Background: an optimization exercise with open tools, aiming at a short achievable clock period. Do not read the settings as production practice. Function was not checked in any run shown here: the RTL went through the layout flow alone. No activity file was given, so power comes from the tool's default toggle rates.

==> flow/design.v <==
`timescale 1 ps / 1 ps
module new_component (
		input  wire [7:0]  	s0_address,     
		input  wire        	s0_read,        
		output reg  [31:0] 	s0_readdata,    
		input  wire        	s0_write,       
		input  wire [31:0] 	s0_writedata,   
		input  wire        	clk,          	 
		input  wire        	reset,			 
		output wire	[7:0]		led				 
	);
	reg [31:0] count;
	reg [31:0] duty;
	reg [31:0] period;
	reg        wrap;	 
	reg  [7:0] le;		 
	wire [31:0] wd  = s0_writedata;
	wire        hi0 = s0_address[7:2] == 6'd0;
	wire        wr0 = s0_write && hi0 && s0_address[1:0] == 2'd0;
	wire        wr1 = s0_write && hi0 && s0_address[1:0] == 2'd1;
	wire        wr2 = s0_write && hi0 && s0_address[1:0] == 2'd2;
	function [2:0] cmp;
		input [31:0] a;
		input [31:0] b;
		reg   [31:0] g;
		reg   [31:0] l;
		reg   [31:0] m;
		reg   [31:0] o;
		integer      w;
		integer      i;
		begin
			g = a & ~b;
			l = ~a & b;
			m = l;
			o = g;
			for (w = 16; w >= 1; w = w / 2)
				for (i = 0; i < w; i = i + 1)
				begin
					m[i] = (~g[2*i+1] & ~l[2*i+1] & m[2*i]) | (m[2*i+1] & o[2*i]);
					o[i] = o[2*i+1] & o[2*i];
					g[i] = g[2*i+1] | (~l[2*i+1] & g[2*i]);
					l[i] = l[2*i+1] | (~g[2*i+1] & l[2*i]);
				end
			cmp = {g[0], l[0], m[0]};
		end
	endfunction
	wire [2:0] c_wp = cmp(wd, period);
	wire [2:0] c_dw = cmp(duty, wd);
	wire [2:0] c_cw = cmp(count, wd);
	wire [2:0] c_cp = cmp(count, period);
	wire wd_lt_p  = c_wp[1];	 
	wire d_lt_wd  = c_dw[1];	 
	wire c_lt_wd  = c_cw[1];	 
	wire c1_eq_wd = c_cw[0];	 
	wire c1_eq_p  = c_cp[0];	 
	wire wd_zero  = wd == 32'd0;
	wire p_zero   = period == 32'd0;
	wire c_ne_d   = count != duty;
	always @(posedge clk)
	begin
		case(s0_address)
			8'h00   : s0_readdata <= period;
			8'h01   : s0_readdata <= duty;
			8'h02   : s0_readdata <= count;
			default : s0_readdata <= 0;
		endcase
	end
	always @(posedge clk)
	begin
		if(reset)
		begin
			duty   <= 0;
			period <= 0;
		end
		else
		begin
			if(wr0) period <= wd;
			if(wr1) duty   <= wd;
		end
	end
	always @(posedge clk)
	begin
		if(reset)
		begin
			count <= 0;
			wrap  <= 1'b1;
			le    <= 8'hff;
		end
		else
		begin
			if(wr2)
				count <= wd;
			else if(wrap)
				count <= 0;
			else
				count <= count + 32'd1;
			if(wr2)
				wrap <= ~wd_lt_p;
			else if(wr0)
				wrap <= wrap ? wd_zero : (~c_lt_wd | c1_eq_wd);
			else
				wrap <= wrap ? p_zero : c1_eq_p;
			if(wr2)
				le <= {8{~d_lt_wd}};
			else if(wr1)
				le <= {8{wrap | c_lt_wd}};
			else
				le <= {8{wrap}} | (le & {8{c_ne_d}});
		end
	end
	assign led = le;
endmodule
==> flow/flow/run.sh <==
#!/bin/bash
# Own flow: the standard layout (standard.sh), with the synthesis script swapped for
# flow/my_synth.tcl (standard synthesis with a different ABC mapping script).
set -euo pipefail
W=$PWD
export FLOW_SYNTH_TCL=$W/synth_recipe.tcl
export ABC_SCRIPT_OVERRIDE=$W/flow/abc.script
sed "s|SYNTH_SCRIPT=[^ ]*|SYNTH_SCRIPT=$W/flow/my_synth.tcl|" standard.sh > my_standard.sh
grep -q "SYNTH_SCRIPT=$W/flow/my_synth.tcl" my_standard.sh
bash my_standard.sh finish > $W/make_finish.log 2>&1
==> flow/flow/abc.script <==
strash
dch
map
buffer -c
topo
stime -c
upsize -c
dnsize -c
==> flow/flow/my_synth.tcl <==
# The standard synthesis (synth_recipe.tcl), with two changes to the mapping of the logic
# between the registers: Yosys's adder extraction is skipped, so ABC sees every gate, and the
# final ABC run uses the script in ABC_SCRIPT_OVERRIDE. Registers are mapped as in the
# standard synthesis.
proc extract_fa {args} { puts "extract_fa skipped" }
proc abc {args} {
  set i [lsearch -exact $args -script]
  if { $i >= 0 } { lset args [expr { $i + 1 }] $::env(ABC_SCRIPT_OVERRIDE) }
  yosys abc {*}$args
}
source $::env(FLOW_SYNTH_TCL)
==> flow/standard.sh <==
#!/bin/bash
# synth_recipe.tcl (not shown) runs the flow's synth.tcl, then flattens the netlist and writes it again
# the make line also repeats each setting of config.mk as NAME=value (left out here)
make -C /OpenROAD-flow-scripts/flow DESIGN_CONFIG=/design/flow/config.mk WORK_HOME=/design/flow/orfs CLKGATE_MAP_FILE= SYNTH_SCRIPT=/design/flow/synth_recipe.tcl "${@:-finish}"
==> flow/config.mk <==
export PLATFORM = sky130hd
export DESIGN_NAME = new_component
export DESIGN_NICKNAME = new_component
export VERILOG_FILES = /design/flow/design.v
export SDC_FILE = /design/flow/constraint.sdc
export NUM_CORES = 4
export LEC_CHECK = 0
export CAP_MARGIN = 20
export CORE_MARGIN = 2
export CORE_UTILIZATION = 40
export SETUP_SLACK_MARGIN = 1.6
export SLEW_MARGIN = 20
export TNS_END_PERCENT = 10
==> flow/constraint.sdc <==
create_clock -name core_clock -period 3.2 [get_ports {clk}]
set_input_delay 0.6400 -clock core_clock [delete_from_list [all_inputs] [get_ports {clk}]]
set_output_delay 0.6400 -clock core_clock [all_outputs]
set_load 0.01 [all_outputs]
==> qor.csv, run 1 <==
metric,value,unit
"Setup violations, final",0,
"commonest non-fill, non-tap cell in the layout",nand2_1,
share of cells above drive strength 1,25.3,%
clock skew,0.00877,ns
total wire length,39.8,mm
Worst R2R End,count[30],
"slowest stage cell, crit path",dfxtp_4,
RSZ-0062 raised after global routing,true,
H-tree depth,4,
# IOs,84,
number of global-route vias before repair,10842,
crit share post-route,68.2,%
Hold Path End,s0_readdata[16],
Area Overhead vs Synth,38.8,%
Max Fanout on Critical Path,5,
final net count,1732,
initial antenna violation count,0,
yosys warns,1,
startpoint type of the worst setup path,flop,
slowest cell delay on critical path,0.40,ns
cells on worst reg2reg path,11,
Congestion Overflow GR,0,
syn_area_per_cell,6.35,um^2
Starting Density,40.6,%
fin util,56.4,%
core area,0.0234,mm^2
GP Congestion,0.961,
ranking of synthesized cells by area,"dfxtp_1 29%, nand2_1 13%, o21ai_0 8.3%",
PwrDens,331,mW/mm^2
first-pass GRT wire length,60.4,mm
Post-Syn Nets,1541,
CTS Buffer Depth,2,
critical path's most frequent cell,nor4_4,
largest net degree at the start of global routing,42,
final hold vios,0,
CP top delay family,simple AND/OR/NAND/NOR gates,
# DRC,0,
top-area cell type share of the netlist area,28.8,%
sequential area share after synthesis,28.8,%
post-synthesis compound-gate area fraction,30.0,%
Reg2Reg Setup Slack,1.02,ns
worst hold start,period[16],
CTS tree,yes,
worst reg2reg path startpoint,count[1],
clk sinks,137,
"Clk Latency, worst-skew pair",0.43,ns
Slew HR,54.6,%
DP HPWL,28.3,mm
max_cap viols,0,
FF/Latch Area,0.00281,mm^2
leading area contributor after synthesis,dfxtp_1,
CP endpoint kind,flop,
Synth Instances,1497,
filler instances,2318,
Routed Antenna Nets,0,
vias per cell,5.87,
Synth Area in XOR/XNOR,1.93,%
cell area after synthesis,0.00951,mm^2
adder-cell share of the synthesized area,0,%
GRT Overall Usage,31.5,%
hold-critical path depth,2,
initial detailed-routing violation count,1367,
post-synthesis mux area share,0,%
"Reg clk slew, reported paths",0.06,ns
routed len/inst,19.7,um
critical setup path kind,flop to flop,
crit path cell chain,nand2_8 > nor4_4 > nand2_2 > nor2_4 > nand3_4 > nor3_4 > nand2_4 > buf_6 > nor4_4 > o21ai_1 > a21oi_1,
Yosys cell types,52,
Simple-Gate Fraction of Synth Area,30.6,%
Max IR drop VDD,0.000306,V
total number of vias,11852,
data arrival time of the worst path,2.53,ns
most frequent cells in the layout,"308 x nand2_1, 130 x a21oi_1, 129 x buf_4",
DR pass1 iterations,5,
register bit total from synthesis,137,
CTS Buf Count,17,
fmax,458,MHz
largest family of logic cells by synthesized area,simple AND/OR/NAND/NOR gates,
multi-input combinational cell area,0.00668,mm^2
num rows,56,
PortBufs,82,
Die Span X,158,um
run status,"complete, no violations",
Hold WC Path Type,flop to flop,
crit path time final,2.18,ns
n_diodes,0,
WP buf/inv,1,
max-slew violations,0,
clock root cell,clkbuf_16,
die area,0.0250,mm^2
setup_tns,0,ns
P_leak,0.00504,uW
Worst-Margin Slew,0.674,ns
Die Y,158,um
Critical Path RT,3.55,ns
## tightest hold or removal path, delay by kind of cell, from the launching register on
family / cells / cell delay (ns)
AOI/OAI and AO/OA: 1 / 0.07
DFF: 1 / 0.34
and+or+nand+nor: 1 / 0.06
## kinds of logic (layout without fill, tap and decap cells)
kind of cell,Yosys count,in the layout
AO/OA/AOI/OAI,484,484
XOR/XNOR,21,21
flip-flops,137,137
AND/OR/NAND/NOR,643,643
buffers and inverters,212,415
## worst max path at each step
stage	start	end	depth (start not counted)	slack (ns)
finish	count[1]	count[30]	11	1.02
detailed placement	s0_writedata[1]	wrap	15	0.08
global placement	s0_writedata[1]	wrap	15	0.09
floorplan	s0_address[5]	le[0]	8	1.0
CTS	count[3]	count[30]	11	0.87
global route	period[11]	wrap	11	0.88
## power by group
| part | internal (uW) | leakage [uW] | switching, uW |
|---|---|---|---|
| combinational | 172 | 0.00361 | 273 |
| clock | 1390 | 0.000308 | 819 |
| sequential | 1700 | 0.00112 | 9.90 |
## area by class of cell
class                   count  area share, %
well taps                 319           3.02
multi-input cells        1148           50.6
inverters                 146           4.54
clock inverters            13           1.53
clock buffers              18           3.33
flip-flops and latches    137           21.3
repair buffers            238           15.7
## sequential cells by signal, summed over array words and instances (netlist names)
| name | flops |
|---|---|
| count | 32 |
| duty | 32 |
| le | 8 |
| period | 32 |
| s0_readdata | 32 |
| wrap | 1 |
## cell usage after synthesis (all sizes together)
cell     count
inv        145
o21ai      172
o21bai       5
o211ai      13
a41oi        3
xor2         2
xnor2       19
nor2       113
o2bb2ai      7
nor2b        6
nor4        13
o2111a       5
nand4       70
o21a         5
o2111ai      5
a21o         1
nand3b       1
a22oi       17
clkbuf      45
a21oi      150
a32oi        2
buf         21
o221ai      34
or4          1
o31ai        5
nand2b       3
nor3        29
or2          4
dfxtp      137
o41ai        1
a211oi       5
clkinv       1
a21boi       2
a311o        1
nand3       69
a31oi       42
o22ai        9
and2         4
nand2      330
## stage by stage
stage | power (uW) | area (um^2) | worst slack [ns] | instances | hold slack, ns
floorplan | 1950 | 9570 | 0.996 | 1497 | 0.436
global placement | 2160 | 11100 | 0.0861 | 1915 | 0.495
detailed placement | 2160 | 11100 | 0.0848 | 1915 | 0.500
CTS | 4370 | 12500 | 0.873 | 1982 | 0.522
global route | 4500 | 13200 | 0.876 | 2019 | 0.542
finish | 4370 | 13200 | 1.02 | 2019 | 0.510
## repair_timing
item	CTS	global route
gates cloned	2	0
setup endpoints to repair	177	177
pin swaps	46	54
buffers inserted	34	37
gates resized for setup	198	172
hold buffers	0	0
## routing by layer
metal	wire [um]	GRT usage, %	vias to the layer above
li1	-	-	5707
met1	16900	41.5	5532
met4	1680	13.3	0
met3	2910	5.91	92
met5	0	0	-
met2	18300	50.4	521
==> run 2: changes to the inputs <==
--- a/flow/design.v
+++ b/flow/design.v
@@ -13,6 +13,9 @@
 	reg [31:0] duty;
 	reg [31:0] period;
 	reg        wrap;	 
+	reg [31:0] pm1;		 
+	reg        pz;		 
+	reg  [2:0] ones;	 
 	reg  [7:0] le;		 
 	wire [31:0] wd  = s0_writedata;
 	wire        hi0 = s0_address[7:2] == 6'd0;
@@ -47,15 +50,26 @@
 	wire [2:0] c_wp = cmp(wd, period);
 	wire [2:0] c_dw = cmp(duty, wd);
 	wire [2:0] c_cw = cmp(count, wd);
-	wire [2:0] c_cp = cmp(count, period);
 	wire wd_lt_p  = c_wp[1];	 
 	wire d_lt_wd  = c_dw[1];	 
 	wire c_lt_wd  = c_cw[1];	 
 	wire c1_eq_wd = c_cw[0];	 
-	wire c1_eq_p  = c_cp[0];	 
+	wire c1_eq_p  = count == pm1;	 
 	wire wd_zero  = wd == 32'd0;
-	wire p_zero   = period == 32'd0;
+	wire p_zero   = pz;
 	wire c_ne_d   = count != duty;
+	wire [3:0]  cin = {&ones[2:0], &ones[1:0], ones[0], 1'b1};
+	reg  [31:0] inc;
+	reg  [3:0]  inc_ones;	 
+	integer     k;
+	always @*
+	begin
+		for (k = 0; k < 4; k = k + 1)
+		begin
+			inc[8*k +: 8] = count[8*k +: 8] + {7'd0, cin[k]};
+			inc_ones[k]   = cin[k] ? (count[8*k +: 8] == 8'hfe) : (count[8*k +: 8] == 8'hff);
+		end
+	end
 	always @(posedge clk)
 	begin
 		case(s0_address)
@@ -71,10 +85,17 @@
 		begin
 			duty   <= 0;
 			period <= 0;
+			pm1    <= 32'hffffffff;
+			pz     <= 1'b1;
 		end
 		else
 		begin
-			if(wr0) period <= wd;
+			if(wr0)
+			begin
+				period <= wd;
+				pm1    <= wd - 32'd1;
+				pz     <= wd_zero;
+			end
 			if(wr1) duty   <= wd;
 		end
 	end
@@ -83,17 +104,27 @@
 		if(reset)
 		begin
 			count <= 0;
+			ones  <= 3'b000;
 			wrap  <= 1'b1;
 			le    <= 8'hff;
 		end
 		else
 		begin
 			if(wr2)
+			begin
 				count <= wd;
+				ones  <= {wd[23:16] == 8'hff, wd[15:8] == 8'hff, wd[7:0] == 8'hff};
+			end
 			else if(wrap)
+			begin
 				count <= 0;
+				ones  <= 3'b000;
+			end
 			else
-				count <= count + 32'd1;
+			begin
+				count <= inc;
+				ones  <= inc_ones[2:0];
+			end
 			if(wr2)
 				wrap <= ~wd_lt_p;
 			else if(wr0)
==> flow/flow/run.sh (replaced) <==
#!/bin/bash
# Own flow: the standard layout (standard.sh), with
#  - the synthesis script swapped for flow/my_synth.tcl (standard synthesis, but no adder
#    extraction and a delay-oriented ABC mapping script, flow/abc.script);
#  - ports buffered with buf_4 instead of the smallest buffer, and repair allowed to change a
#    cell's footprint when it resizes.
set -euo pipefail
W=$PWD
export FLOW_SYNTH_TCL=$W/synth_recipe.tcl
export ABC_SCRIPT_OVERRIDE=$W/flow/abc.script
sed "s|SYNTH_SCRIPT=[^ ]*|SYNTH_SCRIPT=$W/flow/my_synth.tcl|" standard.sh > my_standard.sh
grep -q "SYNTH_SCRIPT=$W/flow/my_synth.tcl" my_standard.sh
bash my_standard.sh "BUFFER_PORTS_ARGS=-buffer_cell sky130_fd_sc_hd__buf_4" MATCH_CELL_FOOTPRINT=0 finish > $W/make_finish.log 2>&1
==> run 2 against run 1 <==
  * Hold slack worse by 0.033 ns
  * Synthesized cell count up 6.0%
  * Wire length up 6.9%
  * Sequential share of layout area up 4.6 points
  * Utilization down 3.7 points
  * Clock power down 5%
  * Critical path type is now input port to flop
  * Highest routed layer unchanged
==> qor.csv, run 2 <==
metric,value,unit,change
yosys warns,1,,unchanged
Yosys cell types,56,,+7.7%
DR pass1 iterations,17,,+12
dpl ws,0.367,ns,+0.282 ns
number of global-route vias before repair,11202,,+3.3%
Die Span X,167,um,+5.8%
PortBufs,82,,unchanged
Hold WC Path Type,flop to flop,,
GRT Overall Usage,29.9,%,-1.6 points
CP endpoint kind,flop,,
largest net degree at the start of global routing,86,,+100%
"EDFF count, synth",0,,unchanged
initial antenna violation count,1,,+1
# DRC,0,,unchanged
"slowest stage cell, crit path",buf_4,,
Synth top cells by count,"260 x nand2_1, 173 x dfxtp_1, 169 x nor2_1",,
PnR worst setup slack,1.06,ns,+0.0410 ns
vias per cell,5.97,,+1.7%
register bit total from synthesis,173,,+26%
"commonest non-fill, non-tap cell in the layout",nand2_1,,
Max IR drop VDD,0.000327,V,+6.7%
CP top delay family,buffers and inverters,,
worst hold start,pm1[0],,
ranking of synthesized cells by area,"dfxtp_1 32%, nand2_1 9.1%, o21ai_0 6.1%",,
startpoint type of the worst setup path,input port,,
final hold vios,0,,unchanged
clock skew,0.00946,ns,+0.000694 ns
Synth Instances,1587,,+6.0%
crit share post-route,67.0,%,-1.3 points
WP buf/inv,5,,+4
routed len/inst,20.8,um,+5.3%
critical setup path kind,input port to flop,,
initial detailed-routing violation count,1466,,+7.2%
filler-free cell count of the finished design,2050,,+1.5%
Die Y,167,um,+5.8%
hold slack,0.477,ns,-0.0331 ns
Cells after DPL,1938,,+1.2%
Congestion Overflow GR,0,,unchanged
Max Fanout on Critical Path,26,,+21
data arrival time of the worst path,2.46,ns,-0.07 ns
filler instances,2663,,+15%
H-tree depth,4,,unchanged
Worst-Margin Slew,0.961,ns,+0.287 ns
die area,0.0280,mm^2,+12%
core area,0.0261,mm^2,+12%
crit path cell chain,buf_4 > inv_1 > nor2_1 > inv_1 > nor2_4 > buf_4 > inv_1 > o221ai_1,,
CTS Buffer Depth,2,,unchanged
Slew HR,35.8,%,-19 points
RSZ-0062 raised after global routing,true,,
CTS Buf Count,17,,unchanged
Area Overhead vs Synth,29.2,%,
CTS tree,yes,,
clk sinks,173,,+26%
worst reg2reg path startpoint,count[0],,
Starting Density,40.8,%,+0.18 points
sequential area share after synthesis,32.5,%,+3.6 points
slowest cell delay on critical path,0.42,ns,+0.02 ns
"Clk Latency, worst-skew pair",0.44,ns,about the same
DP Area,0.0118,mm^2,+5.6%
most frequent cells in the layout,"227 x nand2_1, 173 x buf_4, 156 x nor2_1",,
crit path time final,2.14,ns,-0.0410 ns
Setup crit start,s0_address[1],,
final instance area,0.0138,mm^2,+4.4%
P_leak,0.00497,uW,-1.3%
run status,"complete, no violations",,
first-pass GRT wire length,65.2,mm,+7.9%
critical path's most frequent cell,inv_1,,
DP HPWL,29.8,mm,+5.3%
"Reg clk slew, reported paths",0.07,ns,about the same
syn_area_per_cell,6.72,um^2,+5.8%
asr flop ratio synth,0,%,unchanged
leading area contributor after synthesis,dfxtp_1,,
Post-synth top flop,dfxtp_1,,
top-area cell type share of the netlist area,32.5,%,+3.6 points
clock root cell,clkbuf_16,,
# IOs,84,,unchanged
setup_tns,0,ns,unchanged
most frequent cell after synthesis,nand2_1,,
share of cells above drive strength 1,26.6,%,+1.3 points
max-slew violations,0,,unchanged
max_cap viols,0,,unchanged
num rows,59,,+5.4%
Routed Antenna Nets,0,,unchanged
final net count,1748,,+0.92%
PwrDens,338,mW/mm^2,+2.1%
fmax,467,MHz,+1.9%
total wire length,42.6,mm,+6.9%
total number of vias,12240,,+3.3%
"Setup violations, final",0,,unchanged
Critical Path RT,3.52,ns,-0.03 ns
Post-Syn Nets,1631,,+5.8%
cell area after synthesis,0.0107,mm^2,+12%
GP Congestion,0.990,,+3.0%
==> run 2: changes by cell type in the layout (fill, tap and decap cells not counted), sizes merged, moves of 29 or more <==
cell,change
nand2,-67
clkdlybuf4s50,-44
buf,+29
dfxtp,+36
nand3,+37
o21ai,-33
a211oi,+35
nor2,+65
==> run 2: metrics by stage <==
stage | total power, uW | util (%)
floorplan | 2450 | -
global route | 4800 | 52.7
CTS | 4660 | 50.8
global placement | 2570 | 45.0
finish | 4660 | 52.7
detailed placement | 2580 | 45.0
==> run 2: where the power goes <==
part	internal, uW	leakage (uW)	switching (uW)	total, uW
Clock	1160	0.000247	931	2090
Combinational	137	0.00330	299	436
Sequential	2130	0.00142	4.09	2140
==> run 2: worst paths after layout <==
| check | endpoint | slack (ns) | cells after the start |
|---|---|---|---|
| hold reg to reg | pm1[0] | 0.48 | 2 |
| hold / removal | pm1[0] | 0.48 | 2 |
| setup / recovery | s0_readdata[15] | 1.06 | 8 |
| setup reg to reg | wrap | 1.13 | 10 |
==> run 2: cell type report <==
cell class	instances	area, um^2	share of cell area (%)
Clock inverter	10	120	0.872
Timing Repair Buffer	189	1530	11.1
Antenna cell	1	2.50	0.0182
Multi-Input combinational cell	1168	6980	50.6
Inverter	155	713	5.18
Tap cell	335	419	3.04
Sequential cell	173	3570	25.9
Clock buffer	19	443	3.21
==> run 2: what timing repair did <==
| item | 4_1_cts | 5_1_grt |
|---|---|---|
| buffers inserted | 54 | 28 |
| pin swaps | 40 | 33 |
| gates resized for setup | 182 | 76 |
| setup endpoints to repair | 173 | 165 |
| hold buffers | 0 | 0 |
| gates cloned | 0 | 0 |
==> run 2: kinds of logic (layout without fill, tap and decap cells) <==
group | count (synthesis) | in the layout | share of synthesized area, %
and+or+nand+nor | 660 | 660 | 28.1
xor gates and xnor gates | 40 | 40 | 3.28
other | 0 | 1 | 0
AOI/OAI and AO/OA | 468 | 468 | 27.0
buffers and inverters | 246 | 373 | 9.17
DFF | 173 | 173 | 32.5
==> run 2: worst register-to-register path, cell delays in order (launching register included) <==
cell      delay [ns]
dfxtp_4         0.41
nand2_2         0.10
inv_2           0.09
nand4_1         0.15
or4_4           0.50
nor3_4          0.13
buf_4           0.16
o21ai_1         0.12
a31oi_1         0.19
o21bai_1        0.08
nand3_1         0.07
==> run 2: per-layer routing <==
metal	vias up	GRT usage, %	share of wire, %	routed length (um)
li1	5812	-	-	-
met1	5753	41.9	43	18400
met2	593	45.9	44	18700
met3	82	5.72	9.8	4170
met4	0	10.5	3.2	1360
met5	-	0	0	0
==> run 3: changes to the inputs <==
--- a/flow/design.v
+++ b/flow/design.v
@@ -17,6 +17,9 @@
 	reg        pz;		 
 	reg  [2:0] ones;	 
 	reg  [7:0] le;		 
+	reg        ceq;		 
+	reg [31:0] dm1;		 
+	reg        dz;		 
 	wire [31:0] wd  = s0_writedata;
 	wire        hi0 = s0_address[7:2] == 6'd0;
 	wire        wr0 = s0_write && hi0 && s0_address[1:0] == 2'd0;
@@ -57,7 +60,8 @@
 	wire c1_eq_p  = count == pm1;	 
 	wire wd_zero  = wd == 32'd0;
 	wire p_zero   = pz;
-	wire c_ne_d   = count != duty;
+	wire wd_eq_d  = ~c_dw[2] & ~c_dw[1];	 
+	wire c1_eq_d  = count == dm1;	 
 	wire [3:0]  cin = {&ones[2:0], &ones[1:0], ones[0], 1'b1};
 	reg  [31:0] inc;
 	reg  [3:0]  inc_ones;	 
@@ -87,6 +91,8 @@
 			period <= 0;
 			pm1    <= 32'hffffffff;
 			pz     <= 1'b1;
+			dm1    <= 32'hffffffff;
+			dz     <= 1'b1;
 		end
 		else
 		begin
@@ -96,7 +102,12 @@
 				pm1    <= wd - 32'd1;
 				pz     <= wd_zero;
 			end
-			if(wr1) duty   <= wd;
+			if(wr1)
+			begin
+				duty   <= wd;
+				dm1    <= wd - 32'd1;
+				dz     <= wd_zero;
+			end
 		end
 	end
 	always @(posedge clk)
@@ -107,6 +118,7 @@
 			ones  <= 3'b000;
 			wrap  <= 1'b1;
 			le    <= 8'hff;
+			ceq   <= 1'b1;
 		end
 		else
 		begin
@@ -136,7 +148,13 @@
 			else if(wr1)
 				le <= {8{wrap | c_lt_wd}};
 			else
-				le <= {8{wrap}} | (le & {8{c_ne_d}});
+				le <= {8{wrap}} | (le & {8{~ceq}});
+			if(wr2)
+				ceq <= wd_eq_d;
+			else if(wr1)
+				ceq <= wrap ? wd_zero : c1_eq_wd;
+			else
+				ceq <= wrap ? dz : c1_eq_d;
 		end
 	end
 	assign led = le;
==> run 3 against run 2 <==
  * Register-to-register slack worse by 0.03 ns
  * Flip-flop and latch count increased by 34
  * Via count increased by 5.2%
  * Sequential share of layout area grew 2.0 points
  * Largest cell class unchanged
  * Die area is 11% higher
  * Critical endpoint is now ceq
==> qor.csv, run 3 <==
metric,value,unit,change
"EDFF count, synth",0,,unchanged
"commonest non-fill, non-tap cell in the layout",nand2_1,,
Congestion Overflow GR,0,,unchanged
P_leak,0.00568,uW,+14%
CTS Buf Count,26,,+9
Cells after DPL,2136,,+10%
# DRC,0,,unchanged
hold_buf cts,0,,unchanged
asr flop ratio synth,0,%,unchanged
Yosys cell types,69,,+23%
share of cells above drive strength 1,24.0,%,-2.6 points
clock skew,0.00709,ns,-0.00238 ns
Reg2Reg Setup Slack,1.10,ns,-0.03 ns
DR pass1 iterations,6,,-11
critical setup path kind,flop to flop,,
RSZ-0062 raised after global routing,true,,
crit share post-route,65.6,%,-1.4 points
sequential area share after synthesis,34.9,%,+2.4 points
GRT Overall Usage,26.9,%,-3.0 points
crit path time final,2.10,ns,-0.0448 ns
Slew HR,36.7,%,+0.90 points
PortBufs,82,,unchanged
fmax,477,MHz,+2.1%
final instance area,0.0151,mm^2,+9.6%
clk sinks,207,,+20%
# IOs,84,,unchanged
CTS Buffer Depth,3,,+1
Area Overhead vs Synth,27.1,%,
Starting Density,40.3,%,-0.49 points
max-slew violations,0,,unchanged
Synth Instances,1742,,+9.8%
Routed Antenna Nets,0,,unchanged
DP Area,0.0128,mm^2,+8.9%
core area,0.0295,mm^2,+13%
Worst-Margin Slew,0.949,ns,-0.0124 ns
leading area contributor after synthesis,dfxtp_1,,
total number of vias,12881,,+5.2%
initial antenna violation count,0,,-1
register bit total from synthesis,207,,+20%
"Setup violations, final",0,,unchanged
DP HPWL,28.3,mm,-5.2%
run status,"complete, no violations",,
die area,0.0311,mm^2,+11%
"Reg clk slew, reported paths",0.06,ns,about the same
total wire length,42.5,mm,-0.27%
yosys warns,1,,unchanged
largest net degree at the start of global routing,87,,+1.2%
clock root cell,clkbuf_16,,
syn_area_per_cell,6.82,um^2,+1.5%
crit path cell chain,inv_2 > nand2_1 > o21ai_0 > a221oi_2 > nand4_1 > nor4_4 > nand4_1 > o32ai_2 > a21oi_1 > o22ai_1,,
critical path's most frequent cell,nand4_1,,
ranking of synthesized cells by area,"dfxtp_1 35%, nand2_1 11%, a21oi_1 8.8%",,
number of global-route vias before repair,12068,,+7.7%
final net count,1892,,+8.2%
Post-synth top flop,dfxtp_1,,
"slowest stage cell, crit path",dfxtp_4,,
Critical Path RT,3.64,ns,+0.12 ns
initial detailed-routing violation count,1089,,-26%
PnR worst setup slack,1.10,ns,+0.0448 ns
Synth top cells by count,"337 x nand2_1, 210 x a21oi_1, 207 x dfxtp_1",,
Hold WC Path Type,input port to flop,,
H-tree depth,1,,-3
dpl ws,0.273,ns,-0.0940 ns
most frequent cell after synthesis,nand2_1,,
CP endpoint kind,flop,,
n_diodes,0,,-1
filler-free cell count of the finished design,2252,,+9.9%
GP Congestion,0.948,,-4.3%
CP top delay family,compound AO/OA/AOI/OAI gates,,
setup_tns,0,ns,unchanged
routed len/inst,18.9,um,-9.2%
top-area cell type share of the netlist area,34.9,%,+2.4 points
startpoint type of the worst setup path,flop,,
data arrival time of the worst path,2.54,ns,+0.08 ns
Die Y,176,um,+5.4%
Post-Syn Nets,1786,,+9.5%
first-pass GRT wire length,66.3,mm,+1.7%
Max IR drop VDD,0.000353,V,+8.0%
PwrDens,379,mW/mm^2,+12%
cell area after synthesis,0.0119,mm^2,+11%
CTS tree,yes,,
vias per cell,5.72,,-4.2%
WP buf/inv,1,,-4
most frequent cells in the layout,"314 x nand2_1, 190 x a21oi_1, 173 x dfxtp_1",,
final hold vios,0,,unchanged
slowest cell delay on critical path,0.38,ns,-0.04 ns
Die Span X,176,um,+5.4%
Max Fanout on Critical Path,7,,-73%
max_cap viols,0,,unchanged
num rows,63,,+6.8%
"Clk Latency, worst-skew pair",0.53,ns,+0.09 ns
-- run 3: routing by layer --
metal	up-vias	part of all wire (%)	global-route usage, %
met5	-	0	0
met4	0	3.7	10.7
met3	93	6.5	3.98
met2	495	45	43.2
met1	6072	44	36.3
li1	6221	-	-
-- run 3: metrics by stage --
stage                     power [uW]  utilization (%)  hold WS [ns]
final                           5720             51.2         0.392
after global routing            5890             51.2         0.398
after CTS                       5740             50.1         0.377
after detailed placement        3020             43.5         0.468
after global placement          3020             43.5         0.462
after floorplan                 2910                -         0.431
-- run 3: worst register-to-register path, cell delays in order, from the launching register on --
cell      delay (ns)
dfxtp_4         0.38
inv_2           0.08
nand2_1         0.07
o21ai_0         0.12
a221oi_2        0.25
nand4_1         0.22
nor4_4          0.22
nand4_1         0.18
o32ai_2         0.24
a21oi_1         0.08
o22ai_1         0.18
-- run 3: what timing repair did --
item                       CTS  global route
pin swaps                   46            34
setup buffers               63             8
setup endpoints to repair  240           246
gates cloned                 3             0
resized for setup          195            85
-- run 3: power by group --
part / internal (uW) / switching (uW)
clock: 1540 / 1150
sequential: 2570 / 4.10
combinational: 158 / 302
total: 4270 / 1450
-- run 3: worst paths after layout --
kind | depth (start not counted) | startpoint | to
max | 10 | count[16] | ceq
min | 3 | s0_writedata[0] | count[0]
max reg2reg | 10 | count[16] | ceq
min reg2reg | 2 | duty[20] | duty[20]
-- run 3: cell type report --
class	instances	area [um^2]
fill	2893	14400
multi-input combinational	1253	7240
sequential	207	4220
timing repair buffer	180	1610
inverter	178	779
clock buffer	33	708
tap	390	488
clock inverter	9	45.0
timing repair inverter	2	17.5
-- run 3: cells by family (layout without fill, tap and decap cells) --
| family | count (synthesis) | in the layout | synth area share (%) |
|---|---|---|---|
| simple gates | 627 | 627 | 23.7 |
| compound gates | 592 | 592 | 28.7 |
| buf+inv | 282 | 402 | 10.3 |
| flops | 207 | 207 | 34.9 |
| xor+xnor | 34 | 34 | 2.51 |
==> run 4: changes to the inputs <==
==> flow/flow/abc.script (replaced) <==
strash
&get -n
&st
&syn2
&if -g -K 6
&synch2
&put
dch
map
buffer -c
topo
stime -c
upsize -c
dnsize -c
==> run 4 against run 3 <==
  * Synthesized cell count shrank 4.8%
  * Clock skew grew 0.0081 ns
  * Clock power grew 6%
  * Wire length grew 1.3%
  * Die area shrank 3.8%
  * Non-clock buffer count grew 27
  * Register-to-register slack is essentially flat
  * Sequential share of layout area grew 0.32 points
  * Critical path type is now input port to flop
  * Still clean
  * Hold slack lost 0.044 ns
  * First-iteration DRC count grew 8.4%
  * Design area shrank 1.1%
==> qor.csv, run 4 <==
metric,value,unit,change
hold-critical path depth,2,,-1
WP buf/inv,3,,+2
top-area cell type share of the netlist area,36.3,%,+1.4 points
RSZ-0062 raised after global routing,true,,
Max IR drop VDD,0.000439,V,+24%
fmax,467,MHz,-2.0%
data arrival time of the worst path,2.61,ns,+0.07 ns
Hold WC Path Type,input port to flop,,
P_leak,0.00567,uW,about the same
Die Span X,173,um,-1.9%
leading area contributor after synthesis,dfxtp_1,,
die area,0.0299,mm^2,-3.8%
number of global-route vias before repair,11791,,-2.3%
Post-synth top flop,dfxtp_1,,
max-slew violations,0,,unchanged
Die Y,173,um,-1.9%
"Clk Latency, worst-skew pair",0.53,ns,about the same
cell area after synthesis,0.0114,mm^2,-3.9%
clk sinks,207,,unchanged
Hold Path End,count[31],,
first-pass GRT wire length,66.5,mm,+0.30%
CTS tree,yes,,
post-synthesis mux area share,0,%,unchanged
PwrDens,396,mW/mm^2,+4.4%
most frequent cells in the layout,"243 x nand2_1, 223 x a21oi_1, 185 x buf_4",,
setup_tns,0,ns,unchanged
final hold vios,0,,unchanged
"commonest non-fill, non-tap cell in the layout",nand2_1,,
crit path time final,2.14,ns,+0.0433 ns
Simple-Gate Fraction of Synth Area,22.0,%,-1.6 points
cells on worst reg2reg path,9,,-1
post-synthesis compound-gate area fraction,29.5,%,+0.76 points
adder-cell share of the synthesized area,0,%,unchanged
# IOs,84,,unchanged
ranking of synthesized cells by area,"dfxtp_1 36%, a21oi_1 11%, nand2_1 8.6%",,
slowest cell delay on critical path,0.34,ns,-0.04 ns
DP Area,0.0125,mm^2,-2.8%
GRT Overall Usage,27.6,%,+0.67 points
Synth Area in XOR/XNOR,3.76,%,+1.3 points
core area,0.0279,mm^2,-5.2%
n_diodes,0,,unchanged
CTS Buf Count,24,,-7.7%
Critical Path RT,3.66,ns,+0.02 ns
Reg2Reg Setup Slack,1.11,ns,about the same
"Setup violations, final",0,,unchanged
most frequent cell after synthesis,nand2_1,,
Area Overhead vs Synth,30.8,%,
"EDFF count, synth",0,,unchanged
# DRC,0,,unchanged
vias per cell,5.79,,+1.2%
hold slack,0.349,ns,-0.0436 ns
GP Congestion,0.960,,+1.3%
Synth top cells by count,"263 x nand2_1, 249 x a21oi_1, 207 x dfxtp_1",,
share of cells above drive strength 1,26.4,%,+2.4 points
yosys warns,1,,unchanged
DR pass1 iterations,5,,-1
sequential area share after synthesis,36.3,%,+1.4 points
startpoint type of the worst setup path,input port,,
largest net degree at the start of global routing,70,,-20%
run status,"complete, no violations",,
total number of vias,12693,,-1.5%
"Reg clk slew, reported paths",0.06,ns,about the same
asr flop ratio synth,0,%,unchanged
final net count,1841,,-2.7%
Starting Density,40.9,%,+0.57 points
initial detailed-routing violation count,1181,,+8.4%
dpl ws,0.245,ns,-0.0279 ns
PnR worst setup slack,1.06,ns,-0.0433 ns
H-tree depth,1,,unchanged
crit path cell chain,buf_4 > inv_8 > nand2_4 > nor4_4 > nand4_4 > nor2_4 > nand2_4 > nor3_4 > buf_4 > nand4_1 > nor2_2 > a21oi_2 > o21ai_1,,
num rows,61,,-3.2%
DP HPWL,29.9,mm,+5.7%
Slew HR,41.8,%,+5.1 points
largest family of logic cells by synthesized area,compound AO/OA/AOI/OAI gates,,
critical setup path kind,input port to flop,,
routed len/inst,19.6,um,+4.0%
worst hold start,reset,,
syn_area_per_cell,6.89,um^2,+0.90%
Routed Antenna Nets,0,,unchanged
Congestion Overflow GR,0,,unchanged
Max Fanout on Critical Path,8,,+1
CP endpoint kind,flop,,
clock root cell,clkbuf_16,,
"slowest stage cell, crit path",nor4_4,,
Synth Instances,1659,,-4.8%
CP top delay family,simple AND/OR/NAND/NOR gates,,
filler instances,2776,,-4.0%
crit share post-route,66.9,%,+1.4 points
Worst R2R End,count[21],,
Post-Syn Nets,1703,,-4.6%
worst reg2reg path startpoint,ones[0],,
clock skew,0.0152,ns,+0.00810 ns
Worst-Margin Slew,0.864,ns,-0.0850 ns
max_cap viols,0,,unchanged
total wire length,43.0,mm,+1.3%
final instance area,0.0149,mm^2,-1.1%
CTS Buffer Depth,3,,unchanged
initial antenna violation count,0,,unchanged
Yosys cell types,62,,-10%
register bit total from synthesis,207,,unchanged
PortBufs,82,,unchanged
[run 4: changes by cell type after synthesis, sizes merged, moves of 8 or more]
cell / previous run / this run
inv: 171 / 136
nand2: 341 / 265
a31oi: 28 / 19
o21ai: 216 / 202
or2: 2 / 13
nand4: 41 / 23
a21oi: 214 / 249
o21bai: 4 / 15
buf: 38 / 18
clkbuf: 64 / 77
xnor2: 25 / 34
o32ai: 2 / 10
nor2: 127 / 149
a22oi: 36 / 11
[run 4: kinds of logic (layout without fill, tap and decap cells)]
logic type / count (synthesis) / count (layout)
DFF: 207 / 207
AOI/OAI and AO/OA: 595 / 595
xor gates and xnor gates: 49 / 49
buffers and inverters: 242 / 398
and+or+nand+nor: 566 / 566
[run 4: per-stage QoR]
step | std cells | total power, uW | util [%]
final | 2193 | 5910 | 53.5
after global routing | 2193 | 6100 | 53.5
after detailed placement | 2060 | 3040 | 44.6
after CTS | 2165 | 5910 | 51.0
after floorplan | 1659 | 2880 | -
after global placement | 2060 | 3040 | 44.6
[run 4: layout make-up]
| class | instances | area, um^2 | area share, % |
|---|---|---|---|
| well taps | 378 | 473 | 3.16 |
| multi-input cells | 1210 | 7070 | 47.3 |
| flip-flops and latches | 207 | 4220 | 28.3 |
| repair buffers | 207 | 1740 | 11.6 |
| clock inverters | 8 | 93.8 | 0.628 |
| inverters | 147 | 634 | 4.24 |
| clock buffers | 36 | 717 | 4.80 |
[run 4: worst reg2reg max path: cells and delay by family, from the launching register on]
family | cells | cell delay, ns
and+or+nand+nor | 6 | 1.36
DFF | 1 | 0.33
buffers and inverters | 2 | 0.22
AOI/OAI and AO/OA | 1 | 0.07
[run 4: worst max-delay path by stage]
stage | start | end | slack, ns | cells past startpoint
2_1_floorplan | s0_writedata[5] | pm1[23] | 0.89 | 11
3_3_place_gp | s0_writedata[1] | le[2] | 0.29 | 10
3_5_place_dp | s0_writedata[1] | le[3] | 0.25 | 10
4_1_cts | s0_writedata[6] | dm1[25] | 1.03 | 12
5_1_grt | s0_writedata[1] | pm1[26] | 0.92 | 13
6_report | s0_writedata[2] | pm1[26] | 1.06 | 13
[run 4: per-layer routing]
layer	global-route usage, %	wire length (um)	up-vias
li1	-	-	6031
met1	35.9	18000	6057
met2	46.1	20700	505
met3	4.18	2760	100
met4	10.5	1550	0
met5	0	0	-
[run 4: power breakdown]
part / internal [uW] / switching, uW / leakage [uW] / total (uW)
registers: 2570 / 4.31 / 0.00169 / 2570
clock network: 1710 / 1140 / 0.000403 / 2850
logic: 165 / 325 / 0.00358 / 490
total: 4440 / 1470 / 0.00567 / 5910
[run 4: timing repair]
action,CTS,global route
hold buffers,0,0
endpoints found under the setup margin,214,215
resized for setup,157,135
setup buffers,58,28
pin swaps,45,57
gates cloned,3,0
==> run 5: changes to the inputs <==
==> flow/design.v (replaced) <==
`timescale 1 ps / 1 ps
module new_component (
		input  wire [7:0]  	s0_address,     
		input  wire        	s0_read,        
		output reg  [31:0] 	s0_readdata,    
		input  wire        	s0_write,       
		input  wire [31:0] 	s0_writedata,   
		input  wire        	clk,          	 
		input  wire        	reset,			 
		output wire	[7:0]		led				 
	);
	reg [31:0] count;
	reg [31:0] duty;
	reg [31:0] period;
	reg        wrap;	 
	reg        ceq;		 
	reg  [7:0] lx;		 
	reg        ly;
	reg        lz;
	reg  [2:0] ones;	 
	reg        pz;		 
	reg        dz;		 
	reg [31:0] pm1;		 
	reg [31:0] dm1;		 
	reg        fp;		 
	reg        fd;		 
	reg        nx;		 
	wire [31:0] wd  = s0_writedata;
	wire        hi0 = s0_address[7:2] == 6'd0;
	wire        wr0 = s0_write && hi0 && s0_address[1:0] == 2'd0;
	wire        wr1 = s0_write && hi0 && s0_address[1:0] == 2'd1;
	wire        wr2 = s0_write && hi0 && s0_address[1:0] == 2'd2;
	function [1:0] cmp16;
		input [15:0] a;
		input [15:0] b;
		reg   [15:0] g;
		reg   [15:0] l;
		integer      w;
		integer      i;
		begin
			g = a & ~b;
			l = ~a & b;
			for (w = 8; w >= 1; w = w / 2)
				for (i = 0; i < w; i = i + 1)
				begin
					g[i] = g[2*i+1] | (~l[2*i+1] & g[2*i]);
					l[i] = l[2*i+1] | (~g[2*i+1] & l[2*i]);
				end
			cmp16 = {g[0], l[0]};
		end
	endfunction
	function inc_eq;
		input [31:0] a;
		input [31:0] b;
		reg   [31:0] e;
		reg   [31:0] m;
		reg   [31:0] o;
		integer      w;
		integer      i;
		begin
			e = ~(a ^ b);
			m = ~a & b;
			o = a & ~b;
			for (w = 16; w >= 1; w = w / 2)
				for (i = 0; i < w; i = i + 1)
				begin
					m[i] = (e[2*i+1] & m[2*i]) | (m[2*i+1] & o[2*i]);
					o[i] = o[2*i+1] & o[2*i];
					e[i] = e[2*i+1] & e[2*i];
				end
			inc_eq = m[0];
		end
	endfunction
	wire [1:0] wp_h = cmp16(wd[31:16], period[31:16]);
	wire [1:0] wp_l = cmp16(wd[15:0],  period[15:0]);
	wire [1:0] wd_h = cmp16(wd[31:16], duty[31:16]);
	wire [1:0] wd_l = cmp16(wd[15:0],  duty[15:0]);
	wire [1:0] cw_h = cmp16(count[31:16], wd[31:16]);
	wire [1:0] cw_l = cmp16(count[15:0],  wd[15:0]);
	wire wd_lt_p  = wp_h[0] | (~wp_h[1] & wp_l[0]);	 
	wire c_lt_wd  = cw_h[0] | (~cw_h[1] & cw_l[0]);	 
	wire wd_eq_d  = ~wd_h[1] & ~wd_h[0] & ~wd_l[1] & ~wd_l[0];
	wire c1_eq_wd = inc_eq(count, wd);			 
	wire c2_eq_wd = (count[0] == wd[0]) & inc_eq({1'b0, count[31:1]}, {1'b0, wd[31:1]});	 
	wire wd_zero  = wd == 32'd0;
	wire wd_one   = wd == 32'd1;
	wire c1_eq_p  = fp ? nx : (count == pm1);
	wire c1_eq_d  = fd ? nx : (count == dm1);
	wire [3:0]  cin = {&ones[2:0], &ones[1:0], ones[0], 1'b1};
	reg  [31:0] inc;
	reg  [3:0]  inc_ones;	 
	integer     k;
	always @*
	begin
		for (k = 0; k < 4; k = k + 1)
		begin
			inc[8*k +: 8] = count[8*k +: 8] + {7'd0, cin[k]};
			inc_ones[k]   = cin[k] ? (count[8*k +: 8] == 8'hfe) : (count[8*k +: 8] == 8'hff);
		end
	end
	wire [7:0] le = ~(lx | {8{ly & lz}});	 
	always @(posedge clk)
	begin
		case(s0_address)
			8'h00   : s0_readdata <= period;
			8'h01   : s0_readdata <= duty;
			8'h02   : s0_readdata <= count;
			default : s0_readdata <= 0;
		endcase
	end
	always @(posedge clk)
	begin
		pm1 <= period - 32'd1;
		dm1 <= duty - 32'd1;
		nx  <= wrap ? wd_one : c2_eq_wd;
	end
	always @(posedge clk)
	begin
		if(reset)
		begin
			duty   <= 0;
			period <= 0;
			pz     <= 1'b1;
			dz     <= 1'b1;
			fp     <= 1'b1;
			fd     <= 1'b1;
		end
		else
		begin
			if(wr0)
			begin
				period <= wd;
				pz     <= wd_zero;
			end
			if(wr1)
			begin
				duty   <= wd;
				dz     <= wd_zero;
			end
			fp <= wr0;
			fd <= wr1;
		end
	end
	always @(posedge clk)
	begin
		if(reset)
		begin
			count <= 0;
			ones  <= 3'b000;
			wrap  <= 1'b1;
			ceq   <= 1'b1;
			lx    <= 8'h00;
			ly    <= 1'b0;
			lz    <= 1'b0;
		end
		else
		begin
			if(wr2)
			begin
				count <= wd;
				ones  <= {wd[23:16] == 8'hff, wd[15:8] == 8'hff, wd[7:0] == 8'hff};
			end
			else if(wrap)
			begin
				count <= 0;
				ones  <= 3'b000;
			end
			else
			begin
				count <= inc;
				ones  <= inc_ones[2:0];
			end
			if(wr2)
				wrap <= ~wd_lt_p;
			else if(wr0)
				wrap <= wrap ? wd_zero : (~c_lt_wd | c1_eq_wd);
			else
				wrap <= wrap ? pz : c1_eq_p;
			if(wr2)
				ceq <= wd_eq_d;
			else if(wr1)
				ceq <= wrap ? wd_zero : c1_eq_wd;
			else
				ceq <= wrap ? dz : c1_eq_d;
			if(wr2)
			begin
				lx <= {8{wd_h[1]}};
				ly <= ~wd_h[1] & ~wd_h[0];
				lz <= wd_l[1];
			end
			else if(wr1)
			begin
				lx <= {8{~wrap & cw_h[1]}};
				ly <= ~wrap & ~cw_h[1] & ~cw_h[0];
				lz <= ~wrap & ~cw_l[0];
			end
			else
			begin
				lx <= ~({8{wrap}} | (le & {8{~ceq}}));
				ly <= 1'b0;
				lz <= 1'b0;
			end
		end
	end
	assign led = le;
endmodule
==> flow/flow/abc.script (replaced) <==
strash
dch
map
buffer -c
topo
stime -c
upsize -c
dnsize -c
==> run 5 against run 4 <==
  * Clock skew fell by 0.0046 ns
  * Still clean
  * Synthesized cell count rose by 3.2%
  * Clock power increased by 5%
  * Utilization is 0.57 points higher
  * Combinational power fell by 8.8%
  * Via count grew 7.4%
  * Hold slack improved by 0.051 ns
==> qor.csv, run 5 <==
metric,value,unit,change
P_leak,0.00618,uW,+8.9%
first-pass GRT wire length,73.2,mm,+10%
core area,0.0288,mm^2,+3.0%
CTS Buf Count,26,,+8.3%
dpl ws,0.428,ns,+0.183 ns
Starting Density,40.8,%,-0.10 points
initial detailed-routing violation count,1468,,+24%
asr flop ratio synth,0,%,unchanged
clk sinks,212,,+2.4%
register bit total from synthesis,212,,+2.4%
sequential area share after synthesis,36.2,%,-0.13 points
total wire length,48.8,mm,+14%
startpoint type of the worst setup path,flop,,
# DRC,0,,unchanged
Max Fanout on Critical Path,5,,-3
Max IR drop VDD,0.000379,V,-14%
run status,"complete, no violations",,
hold_buf cts,0,,unchanged
Critical Path RT,3.60,ns,-0.06 ns
PwrDens,392,mW/mm^2,-0.86%
setup_tns,0,ns,unchanged
cell area after synthesis,0.0117,mm^2,+2.8%
Die Span X,175,um,+1.3%
GRT Overall Usage,30.8,%,+3.3 points
vias per cell,5.97,,+3.2%
syn_area_per_cell,6.86,um^2,-0.41%
DP HPWL,34.7,mm,+16%
Hold WC Path Type,input port to flop,,
most frequent cell after synthesis,nand2_1,,
fmax,485,MHz,+3.9%
Die Y,175,um,+1.3%
Congestion Overflow GR,0,,unchanged
crit share post-route,64.4,%,-2.5 points
final hold vios,0,,unchanged
"commonest non-fill, non-tap cell in the layout",nand2_1,,
Post-synth top flop,dfxtp_1,,
"Reg clk slew, reported paths",0.06,ns,about the same
H-tree depth,1,,unchanged
Synth top cells by count,"395 x nand2_1, 212 x dfxtp_1, 161 x nor2_1",,
routed len/inst,21.4,um,+9.1%
final instance area,0.0156,mm^2,+4.1%
top-area cell type share of the netlist area,36.2,%,-0.13 points
ranking of synthesized cells by area,"dfxtp_1 36%, nand2_1 13%, nor2_1 5.1%",,
clock root cell,clkbuf_16,,
clock skew,0.0105,ns,-0.00464 ns
yosys warns,1,,unchanged
max-slew violations,0,,unchanged
share of cells above drive strength 1,27.1,%,+0.69 points
final net count,1927,,+4.7%
DP Area,0.0128,mm^2,+2.9%
"EDFF count, synth",0,,unchanged
DR pass1 iterations,5,,unchanged
Worst-Margin Slew,0.712,ns,-0.152 ns
RSZ-0062 raised after global routing,true,,
CP endpoint kind,flop,,
Routed Antenna Nets,0,,unchanged
# IOs,84,,unchanged
filler instances,2775,,-0.036%
critical setup path kind,flop to flop,,
total number of vias,13627,,+7.4%
leading area contributor after synthesis,dfxtp_1,,
largest net degree at the start of global routing,50,,-29%
PnR worst setup slack,1.14,ns,+0.0809 ns
data arrival time of the worst path,2.46,ns,-0.15 ns
"Setup violations, final",0,,unchanged
"Clk Latency, worst-skew pair",0.54,ns,about the same
n_diodes,0,,unchanged
GP Congestion,0.949,,-1.2%
most frequent cells in the layout,"364 x nand2_1, 171 x buf_4, 170 x dfxtp_1",,
CTS Buffer Depth,3,,unchanged
num rows,62,,+1.6%
Slew HR,52.6,%,+11 points
CTS tree,yes,,
Post-Syn Nets,1756,,+3.1%
die area,0.0307,mm^2,+2.7%
number of global-route vias before repair,12900,,+9.4%
initial antenna violation count,0,,unchanged
crit path time final,2.06,ns,-0.0809 ns
Area Overhead vs Synth,32.6,%,
max_cap viols,0,,unchanged
PortBufs,82,,unchanged
Yosys cell types,64,,+3.2%
Synth Instances,1712,,+3.2%
[run 5: changes by cell type after synthesis, moves of 16 or more]
| cell | delta |
|---|---|
| nand4_1 | +49 |
| nor3_1 | +18 |
| xnor2_1 | -18 |
| inv_2 | +18 |
| clkbuf_1 | -50 |
| o211ai_1 | -21 |
| nand3_1 | +28 |
| o22ai_1 | +69 |
| nand2_1 | +132 |
| inv_1 | +19 |
| nor2_1 | +16 |
| o21ai_0 | -107 |
| o221ai_1 | +32 |
| a21oi_1 | -153 |
[run 5: power breakdown]
group	internal, uW	leakage [uW]	switching [uW]
Combinational	151	0.00403	296
Sequential	2640	0.00174	15.3
Clock	1830	0.000415	1170
Total	4620	0.00618	1480
[run 5: cell type report]
cell class | count | area, um^2 | share of cell area (%)
clock buffers | 35 | 736 | 4.73
clock inverters | 8 | 120 | 0.772
inverters | 178 | 743 | 4.78
multi-input cells | 1270 | 7430 | 47.8
flip-flops and latches | 212 | 4360 | 28.0
well taps | 384 | 480 | 3.09
repair buffers | 195 | 1690 | 10.9
[run 5: per-stage QoR]
stage | hold WS [ns] | utilization [%] | cells | power (uW)
final | 0.400 | 54.1 | 2282 | 6100
after global routing | 0.404 | 54.1 | 2282 | 6270
after CTS | 0.388 | 52.0 | 2248 | 6110
after detailed placement | 0.438 | 44.5 | 2143 | 3100
after global placement | 0.436 | 44.5 | 2143 | 3100
after floorplan | 0.419 | - | 1712 | 2950
[run 5: critical path, cell delays in order, from the launching register on]
cell and delay (ns):
dfxtp_4 0.38, nand2b_4 0.15, nand4_1 0.20, nor3_2 0.23, inv_1 0.10, nor4_4 0.35
o21ai_2 0.13, a21bo_1 0.20, o211ai_1 0.18
[run 5: logic make-up (layout without fill, tap and decap cells)]
| kind of cell | Yosys count | in the layout | share of synthesized area (%) |
|---|---|---|---|
| and+or+nand+nor | 829 | 829 | 32.0 |
| AOI/OAI and AO/OA | 413 | 413 | 22.0 |
| buffers and inverters | 230 | 416 | 7.78 |
| DFF | 212 | 212 | 36.2 |
| xor gates and xnor gates | 28 | 28 | 2.09 |
[run 5: per-layer routing]
metal | global-route usage, % | wire length (um) | vias up
li1 | - | - | 6374
met1 | 39.2 | 19900 | 6523
met2 | 50.9 | 22800 | 590
met3 | 5.00 | 3710 | 140
met4 | 14.8 | 2420 | 0
met5 | 0 | 0 | -
[run 5: what timing repair did]
| item | 4_1_cts | 5_1_grt |
|---|---|---|
| cloned | 4 | 0 |
| endpoints found under the setup margin | 185 | 231 |
| pin swaps | 52 | 49 |
| gates resized for setup | 227 | 101 |
| buffers inserted | 58 | 34 |
[run 5: worst paths after layout]
| check | from | end | slack, ns | depth (start not counted) |
|---|---|---|---|---|
| max reg2reg | count[23] | ceq | 1.14 | 8 |
| max | count[23] | ceq | 1.14 | 8 |
| min | s0_writedata[2] | count[2] | 0.40 | 3 |
| min reg2reg | duty[19] | dm1[19] | 0.46 | 2 |

## port drivers added, routing unchanged
How much do the figures lean on ideal ports? The routed layouts below were timed once more, with nothing changed but the port constraints.
Step 1 (the two cells are an assumption about what drives the block):
set clk [get_ports {clk}]
set_driving_cell -lib_cell sky130_fd_sc_hd__clkbuf_16 $clk
set_driving_cell -lib_cell sky130_fd_sc_hd__buf_2 [delete_from_list [all_inputs] $clk]
Step 2, shift: input delay + t, output delay - t, t = (earliest + latest rising clock arrival at the registers) / 2. This alone moves slack from input paths to output paths.
Three values: ideal, step 1, step 2; two values: the first two.
run	t, ns	setup WS [ns]	worst setup path at the end
run 1	0.471	1.017 / 1.017 / 0.581	input to register
run 2	0.485	1.057 / 1.085 / 0.600	input to register
run 3	0.585	1.102 / 1.102 / 0.593	input to register
run 4	0.573	1.059 / 1.048 / 0.475	input to register
run 5	0.583	1.140 / 1.140 / 0.590	input to register
After both steps setup and hold are still met in every run listed. For run 4, which loses most, drivers alone change the setup slack by -0.011 ns; drivers and shift together by -0.584 ns.
